Background: an optimization exercise with open tools, aiming at a short achievable clock period and few clock cycles. Do not read the settings as production practice. Function was checked by simulation only, so behaviour that the tests miss may differ from the original. Power is estimated from default activity; no workload was simulated.

==> design/flow/run.sh <==
#!/bin/bash
# synth_recipe.tcl (not shown) runs the flow's synth.tcl, then flattens the netlist and writes it again
# the make line also repeats each setting of config.mk as NAME=value (left out here)
make -C /OpenROAD-flow-scripts/flow DESIGN_CONFIG=/design/flow/config.mk WORK_HOME=/design/flow/orfs CLKGATE_MAP_FILE= SYNTH_SCRIPT=/design/flow/synth_recipe.tcl finish
==> design/flow/config.mk <==
export PLATFORM = sky130hd
export DESIGN_NAME = processor
export DESIGN_NICKNAME = processor
export VERILOG_FILES = /design/flow/design.v
export SDC_FILE = /design/flow/constraint.sdc
export NUM_CORES = 4
export LEC_CHECK = 0
export ABC_CLOCK_PERIOD_IN_PS = 2000
export CAP_MARGIN = 20
export CORE_MARGIN = 2
export CORE_UTILIZATION = 40
export SETUP_SLACK_MARGIN = 3.3
export SLEW_MARGIN = 20
==> design/flow/constraint.sdc <==
create_clock -name core_clock -period 5.5 [get_ports {clk}]
set_input_delay 1.1000 -clock core_clock [delete_from_list [all_inputs] [get_ports {clk}]]
set_output_delay 1.1000 -clock core_clock [all_outputs]
set_load 0.01 [all_outputs]
==> design/flow/design.v <==
`timescale 1ns / 1ps
module processor(
    input clk,
    input reset,
    output [4:0] mem_addr,
    output [15:0] mem_wdata,
    output mem_we,
    input [15:0] mem_rdata,
    output [15:0] result
);
    reg [15:0] RA, RB, RC, RD, RE, RF, RG, RH;
    reg carry_flag, zero_flag;
    reg [4:0] addr_q;        
    reg fetch_q;             
    reg [4:0] resume_q;      
    reg we_q;
    reg [15:0] wdata_q;
    reg load_q;              
    reg [2:0] load_rd_q;
    reg ex_valid;            
    reg [2:0] ex_rd;
    reg [15:0] opa, opb;
    reg cin;                 
    reg inv_c;               
    reg rrc;                 
    reg rrc_c;
    assign mem_addr = addr_q;
    assign mem_we = we_q;
    assign mem_wdata = wdata_q;
    assign result = RD;
    wire [16:0] sum = {1'b0, opa} + {1'b0, opb} + {16'b0, cin};
    wire [15:0] ex_res = sum[15:0];
    wire ex_c = rrc ? rrc_c : (sum[16] ^ inv_c);
    wire [15:0] zk = {opa[14:0] | opb[14:0], cin};
    wire ex_z = &(~(opa ^ opb ^ zk));
    wire cur_c = ex_valid ? ex_c : carry_flag;
    wire cur_z = ex_valid ? ex_z : zero_flag;
    wire [15:0] ins = mem_rdata;
    wire [2:0] cls = ins[15:13];
    wire is_load  = fetch_q & (cls == 3'b000);
    wire is_store = fetch_q & (cls == 3'b001);
    wire is_arith = fetch_q & (cls == 3'b010);
    wire is_unary = fetch_q & (cls == 3'b011);
    wire is_jmp   = fetch_q & (cls == 3'b100);
    wire is_jcc   = fetch_q & (cls == 3'b101);
    wire op_sub  = is_arith & (ins[12:11] == 2'b01);
    wire op_add  = is_arith & ~op_sub;
    wire op_incr = is_unary & (ins[12:11] == 2'b00);
    wire op_decr = is_unary & (ins[12:11] == 2'b01);
    wire op_shl  = is_unary & (ins[12:11] == 2'b10);
    wire op_rrc  = is_unary & (ins[12:11] == 2'b11);
    wire [2:0] src_a = is_arith ? ins[4:2] : ins[10:8];
    wire [2:0] src_b = ins[7:5];
    function [15:0] rf_read;
        input [2:0] idx;
        input [15:0] ra, rb, rc, rd, re, rf, rg, rh;
        case (idx)
            3'd0: rf_read = ra;
            3'd1: rf_read = rb;
            3'd2: rf_read = rc;
            3'd3: rf_read = rd;
            3'd4: rf_read = re;
            3'd5: rf_read = rf;
            3'd6: rf_read = rg;
            default: rf_read = rh;
        endcase
    endfunction
    wire [15:0] rf_a = rf_read(src_a, RA, RB, RC, RD, RE, RF, RG, RH);
    wire [15:0] rf_b = rf_read(src_b, RA, RB, RC, RD, RE, RF, RG, RH);
    wire fwd_a = ex_valid & (ex_rd == src_a);
    wire fwd_b = ex_valid & (ex_rd == src_b);
    wire [15:0] val_a = fwd_a ? ex_res : rf_a;
    wire [15:0] val_b = fwd_b ? ex_res : rf_b;
    reg cond;
    always @(*) begin
        case (ins[12:11])
            2'b00: cond = ~cur_c;    
            2'b01: cond = cur_z;     
            2'b10: cond = ~cur_z;    
            default: cond = cur_c;   
        endcase
    end
    wire taken = is_jmp | (is_jcc & cond);
    wire [4:0] addr_inc = addr_q + 5'd1;
    always @(posedge clk) begin
        if (reset) begin
            addr_q <= 5'd0;
            fetch_q <= 1'b1;
            resume_q <= 5'd0;
            we_q <= 1'b0;
            wdata_q <= 16'h0000;
            load_q <= 1'b0;
            load_rd_q <= 3'd0;
        end else if (fetch_q) begin
            if (is_load | is_store) begin
                addr_q <= ins[4:0];
                fetch_q <= 1'b0;
            end else begin
                addr_q <= taken ? ins[4:0] : addr_inc;
            end
            resume_q <= addr_inc;
            we_q <= is_store;
            wdata_q <= val_b;
            load_q <= is_load;
            load_rd_q <= ins[10:8];
        end else begin
            addr_q <= resume_q;
            fetch_q <= 1'b1;
            we_q <= 1'b0;
            load_q <= 1'b0;
        end
    end
    always @(posedge clk) begin
        if (reset) begin
            ex_valid <= 1'b0;
            ex_rd <= 3'd0;
            opa <= 16'h0000;
            opb <= 16'h0000;
            cin <= 1'b0;
            inv_c <= 1'b0;
            rrc <= 1'b0;
            rrc_c <= 1'b0;
        end else begin
            ex_valid <= is_arith | is_unary;
            ex_rd <= ins[10:8];
            opa <= op_rrc ? {cur_c, val_a[15:1]} : val_a;
            opb <= op_add ? val_b :
                   op_sub ? ~val_b :
                   op_shl ? val_a :
                   op_decr ? 16'hFFFF : 16'h0000;
            cin <= op_sub | op_incr;
            inv_c <= op_sub | op_decr;
            rrc <= op_rrc;
            rrc_c <= val_a[0];
        end
    end
    always @(posedge clk) begin
        if (reset) begin
            carry_flag <= 1'b0;
            zero_flag <= 1'b0;
        end else if (ex_valid) begin
            carry_flag <= ex_c;
            zero_flag <= ex_z;
        end
    end
    wire wr_ex = ex_valid;
    wire wr_ld = load_q;
    wire [2:0] wr_idx = wr_ld ? load_rd_q : ex_rd;
    wire [15:0] wr_val = wr_ld ? mem_rdata : ex_res;
    always @(posedge clk) begin
        if (reset) begin
            RA <= 16'h0000; RB <= 16'h0000; RC <= 16'h0000; RD <= 16'h0000;
            RE <= 16'h0000; RF <= 16'h0000; RG <= 16'h0000; RH <= 16'h0000;
        end else if (wr_ex | wr_ld) begin
            case (wr_idx)
                3'd0: RA <= wr_val;
                3'd1: RB <= wr_val;
                3'd2: RC <= wr_val;
                3'd3: RD <= wr_val;
                3'd4: RE <= wr_val;
                3'd5: RF <= wr_val;
                3'd6: RG <= wr_val;
                default: RH <= wr_val;
            endcase
        end
    end
endmodule
==> results.tsv <==
stage	metric	value	unit
synth	synthAdderAreaFrac	3.77	%
clock_network	cts_htree_levels	1	
clock_network	worst_setup_hold_path_clk_slew	60	ps
timing	timing.final.crit_share	57.6	%
global_routing	grt_first_pass_wirelength	65200	um
cells_and_area	instances_no_fill	1909	
clock_network	clkLatencyLatePin	530	ps
synth	synth_top_family_by_area	compound AO/OA/AOI/OAI gates	
global_routing	grt.overflow.total	0	
timing	timing.max_slew.rel_slack	28.5	%
placement	place.detailed.instances	1740	
power_and_ir_drop	design_power_total	0.00399	W
detailed_routing	route.antenna.remaining_nets	0	
floorplan	dieHeight	172	um
timing	clock_skew	12.1	ps
synth	synth_nets	1442	
synth	ys_async_sr_fraction	0	%
floorplan	floorplan.die_area	29700	um^2
power_and_ir_drop	cellLeakagePower	5.90	nW
global_routing	grt_pass1_vias	10800	
power_and_ir_drop	irDropWorstVdd	0.228	mV
cells_and_area	antenna-diode-count	0	
power_and_ir_drop	share_comb_of_total_power	21.1	%
synth	yosys-mux-area-fraction	7.88	%
synth	synth_enable_flop_cells	0	
worst_setup_path	worst-setup-path-type	flip-flop to flip-flop	
worst_setup_path	startpoint_type	flip-flop	
clock_network	clk_root_buffer_cell	sky130_fd_sc_hd__clkbuf_16	
cells_and_area	syn2layout_area_growth	42.3	%
timing	timing_hold_violations_final	0	
clock_network	cts_tree	done	
detailed_routing	dr.pass1.iters	6	
worst_setup_path	data_required_time_at_the_worst_endpoint	5960	ps
floorplan	floorplan.initialDensity	40.7	%
floorplan	core	27900	um^2
synth	count_of_state_elements_after_synthesis	202	
placement	hpwl	27900	um
clock_network	bufs_on_longest_clock_path	3	
synth	yosysWarnings	1	
synth	postSynthCellCount	1391	
worst_setup_path	worst-endpoint-arrival	3630	ps
timing	worst_slew_pin_slew	1040	ps
floorplan	ios	56	
cells_and_area	net_count_of_the_finished_layout	1568	
synth	ys_types	74	
synth	yosysTopAreaCell	sky130_fd_sc_hd__dfxtp_1	
clock_network	cts_inserted_buffers	23	
placement	portBuffers	55	
detailed_routing	drt_first_iter_violations	1284	
placement	place.gp.congestion	0.958	
timing	grt_setup_unrepaired	true	
synth	mappedNetlistArea	11300	um^2
timing	max_clock_freq	316	MHz
timing	drv_slew	0	
detailed_routing	remaining_drc_errors	0	
synth	post_synth_main_area_contributors	sky130_fd_sc_hd__dfxtp_1 36%, sky130_fd_sc_hd__a211oi_1 9.2%, sky130_fd_sc_hd__nor2_1 8.5%	
power_and_ir_drop	power_per_cell_area	247	nW/um^2
synth	synth_area_per_cell	8.15	um^2
run_status	run_status	complete, no violations	
power_and_ir_drop	fraction_of_power_consumed_by_sequential_logic	38.7	%
global_routing	groute.usage.overall	28.6	%
power_and_ir_drop	switching_share	29.2	%
timing	setup_total_negative_slack	0	ps
synth	simple_gate_area_share_of_the_yosys_netlist	17.1	%
synth	yosysTopAreaCellShare	35.7	%
detailed_routing	vias	11600	
power_and_ir_drop	cellInternalPower	0.00283	W
power_and_ir_drop	clock_power_share	40.2	%
clock_network	post_cts_hold_buffer_count	0	
clock_network	tritoncts_num_sinks	202	
synth	sequential_share_of_the_synthesized_area	35.7	%
power_and_ir_drop	netSwitchingPower	0.00116	W
detailed_routing	post_drt_wl_per_cell	23.2	um
worst_setup_path	cp_max_fo	7	
global_routing	grt_antenna_before_repair	0	
synth	synth-xor-area-share	3.32	%
job	timing.max_cap.violations	0	
floorplan	placementRows	61	
synth	synth_compound_area_share	26.0	%
floorplan	fp.dieW	172	um
synth	yosys_most_used_dff	sky130_fd_sc_hd__dfxtp_1	
worst_setup_path	critical_path.endpoint_type	flip-flop	
worst_hold_path	hold_path.class	flip-flop to flip-flop	
detailed_routing	wirelength	44300	um
global_routing	grt_start_max_net_pins	105	
detailed_routing	routed_via_density	6.10	
cells_and_area	drive_above_1_share	38.7	%
timing	final.min_clock_period	3170	ps
timing	setup_viol	0	
-- what timing repair did --
item                       CTS  global route
resized for setup          453           161
buffers inserted           100            22
setup endpoints to repair  216           202
pin swaps                   86            64
cloned                       7             1
-- through the flow --
stage	util [%]	setup WS, ps	hold slack [ps]	area, um^2
CTS	55.1	2270	478	15300
finish	57.9	2330	473	16100
global placement	44.7	975	457	12500
global route	57.9	2220	500	16100
detailed placement	44.7	930	469	12500
floorplan	-	2310	447	11900
-- per-layer routing --
metal | vias to the layer above | track usage [%] | share of wire [%]
li1 | 5296 | - | -
met1 | 5610 | 39.0 | 42
met2 | 606 | 45.0 | 45
met3 | 125 | 5.72 | 9.2
met4 | 0 | 9.76 | 3.9
met5 | - | 0 | 0
-- placed cells by master, fill, tap and decap left out, types with 19 or more instances in the layout --
cell type                     n
sky130_fd_sc_hd__nor2_1     228
sky130_fd_sc_hd__dfxtp_1    170
sky130_fd_sc_hd__buf_4       89
sky130_fd_sc_hd__a211oi_2    76
sky130_fd_sc_hd__a211oi_1    63
sky130_fd_sc_hd__nand2_1     58
sky130_fd_sc_hd__a21oi_1     49
sky130_fd_sc_hd__buf_6       47
sky130_fd_sc_hd__inv_1       44
sky130_fd_sc_hd__mux2i_1     37
sky130_fd_sc_hd__buf_2       31
sky130_fd_sc_hd__o21ai_0     30
sky130_fd_sc_hd__xnor2_1     27
sky130_fd_sc_hd__clkbuf_16   24
sky130_fd_sc_hd__ha_1        22
sky130_fd_sc_hd__nor2_2      21
sky130_fd_sc_hd__a22oi_1     21
sky130_fd_sc_hd__buf_12      21
sky130_fd_sc_hd__dfxtp_2     20
sky130_fd_sc_hd__a21oi_2     20
sky130_fd_sc_hd__nor3_1      19
sky130_fd_sc_hd__nand3_1     19
-- Yosys cell counts (16+ instances only) --
cell type,number
sky130_fd_sc_hd__nor2_1,257
sky130_fd_sc_hd__dfxtp_1,202
sky130_fd_sc_hd__a211oi_1,139
sky130_fd_sc_hd__a21oi_1,85
sky130_fd_sc_hd__clkbuf_1,84
sky130_fd_sc_hd__nand2_1,65
sky130_fd_sc_hd__o21ai_0,65
sky130_fd_sc_hd__mux2i_1,54
sky130_fd_sc_hd__inv_1,50
sky130_fd_sc_hd__xnor2_1,32
sky130_fd_sc_hd__ha_1,31
sky130_fd_sc_hd__nor3_1,26
sky130_fd_sc_hd__a22oi_1,23
sky130_fd_sc_hd__mux2_2,20
sky130_fd_sc_hd__nand3_1,20
sky130_fd_sc_hd__o22ai_1,16
-- flip-flops by register name, summed over array words and instances, names as in the netlist, 3 cells and up --
| name | flops |
|---|---|
| RD | 16 |
| RE | 16 |
| opa | 16 |
| wdata_q | 16 |
| load_rd_q | 3 |
| RG | 16 |
| ex_rd | 3 |
| RB | 16 |
| RH | 16 |
| RA | 16 |
| opb | 16 |
| RC | 16 |
| addr_q | 5 |
| RF | 16 |
| resume_q | 5 |
-- logic make-up after synthesis --
kind of cell,after synthesis
AOI/OAI and AO/OA,430
xor gates and xnor gates,43
adders and majority gates,33
buffers and inverters,164
DFF,202
muxes,80
and+or+nand+nor,439
-- worst max-delay path, stage by stage, from the launching register on --
cell	delay, ps
sky130_fd_sc_hd__dfxtp_2	320
sky130_fd_sc_hd__fa_2	390
sky130_fd_sc_hd__inv_2	70
sky130_fd_sc_hd__fa_2	230
sky130_fd_sc_hd__nor2b_4	60
sky130_fd_sc_hd__o31ai_4	300
sky130_fd_sc_hd__o221ai_4	180
sky130_fd_sc_hd__o2111a_1	300
sky130_fd_sc_hd__a211oi_4	240
sky130_fd_sc_hd__mux2i_1	100
sky130_fd_sc_hd__or4_4	500
sky130_fd_sc_hd__mux2_4	330
sky130_fd_sc_hd__nor2_2	70
-- final timing paths --
check | start | to | slack (ps) | cells past startpoint
max | cin | addr_q[4] | 2330 | 12
min | resume_q[2] | resume_q[2] | 470 | 2
max reg2reg | cin | addr_q[4] | 2330 | 12
min reg2reg | resume_q[2] | resume_q[2] | 470 | 2
-- area by class of cell --
type / count / area (um^2)
inverter: 51 / 204
clock inverter: 5 / 115
timing repair buffer: 209 / 2040
fill: 2401 / 11700
tap: 378 / 473
clock buffer: 34 / 657
multi-input combinational: 1030 / 8540
sequential: 202 / 4110
-- power by group through the flow --
| stage | sequential, W | clock (W) | combinational [W] |
|---|---|---|---|
| after floorplan | 0.00157 | 0 | 0.000401 |
| after global placement | 0.00158 | 0 | 0.000553 |
| after detailed placement | 0.00158 | 0 | 0.000556 |
| after CTS | 0.00154 | 0.00162 | 0.000750 |
| after global routing | 0.00155 | 0.00167 | 0.000880 |
| final | 0.00154 | 0.00160 | 0.000842 |
Testbench counts, summed over its fixed seeds: cycles 20,048.

-- afterwards: timing with drivers on the ports --
How much do the figures lean on ideal ports? The routed layout below was timed once more, with nothing changed but the port constraints. Step 1 assumes that a clkbuf_16 drives the clock port and a buf_2 every other input. Step 2 also shifts input and output timing later by t, the mid clock arrival at the registers, as if the neighbouring blocks saw the same clock. Three values: no drivers, after step 1, after step 2; two values: the first two.
t, ns: 0.578
slack for setup (ns): 2.333 / 2.333 / 1.878
hold WS [ns]: 0.473 / 0.473 / 0.473
worst register clock-pin slew, ns: 0.07 / 0.07
After both steps setup and hold are still met in this run. For this run, drivers alone change the setup slack by 0.000 ns; drivers and shift together by -0.455 ns.
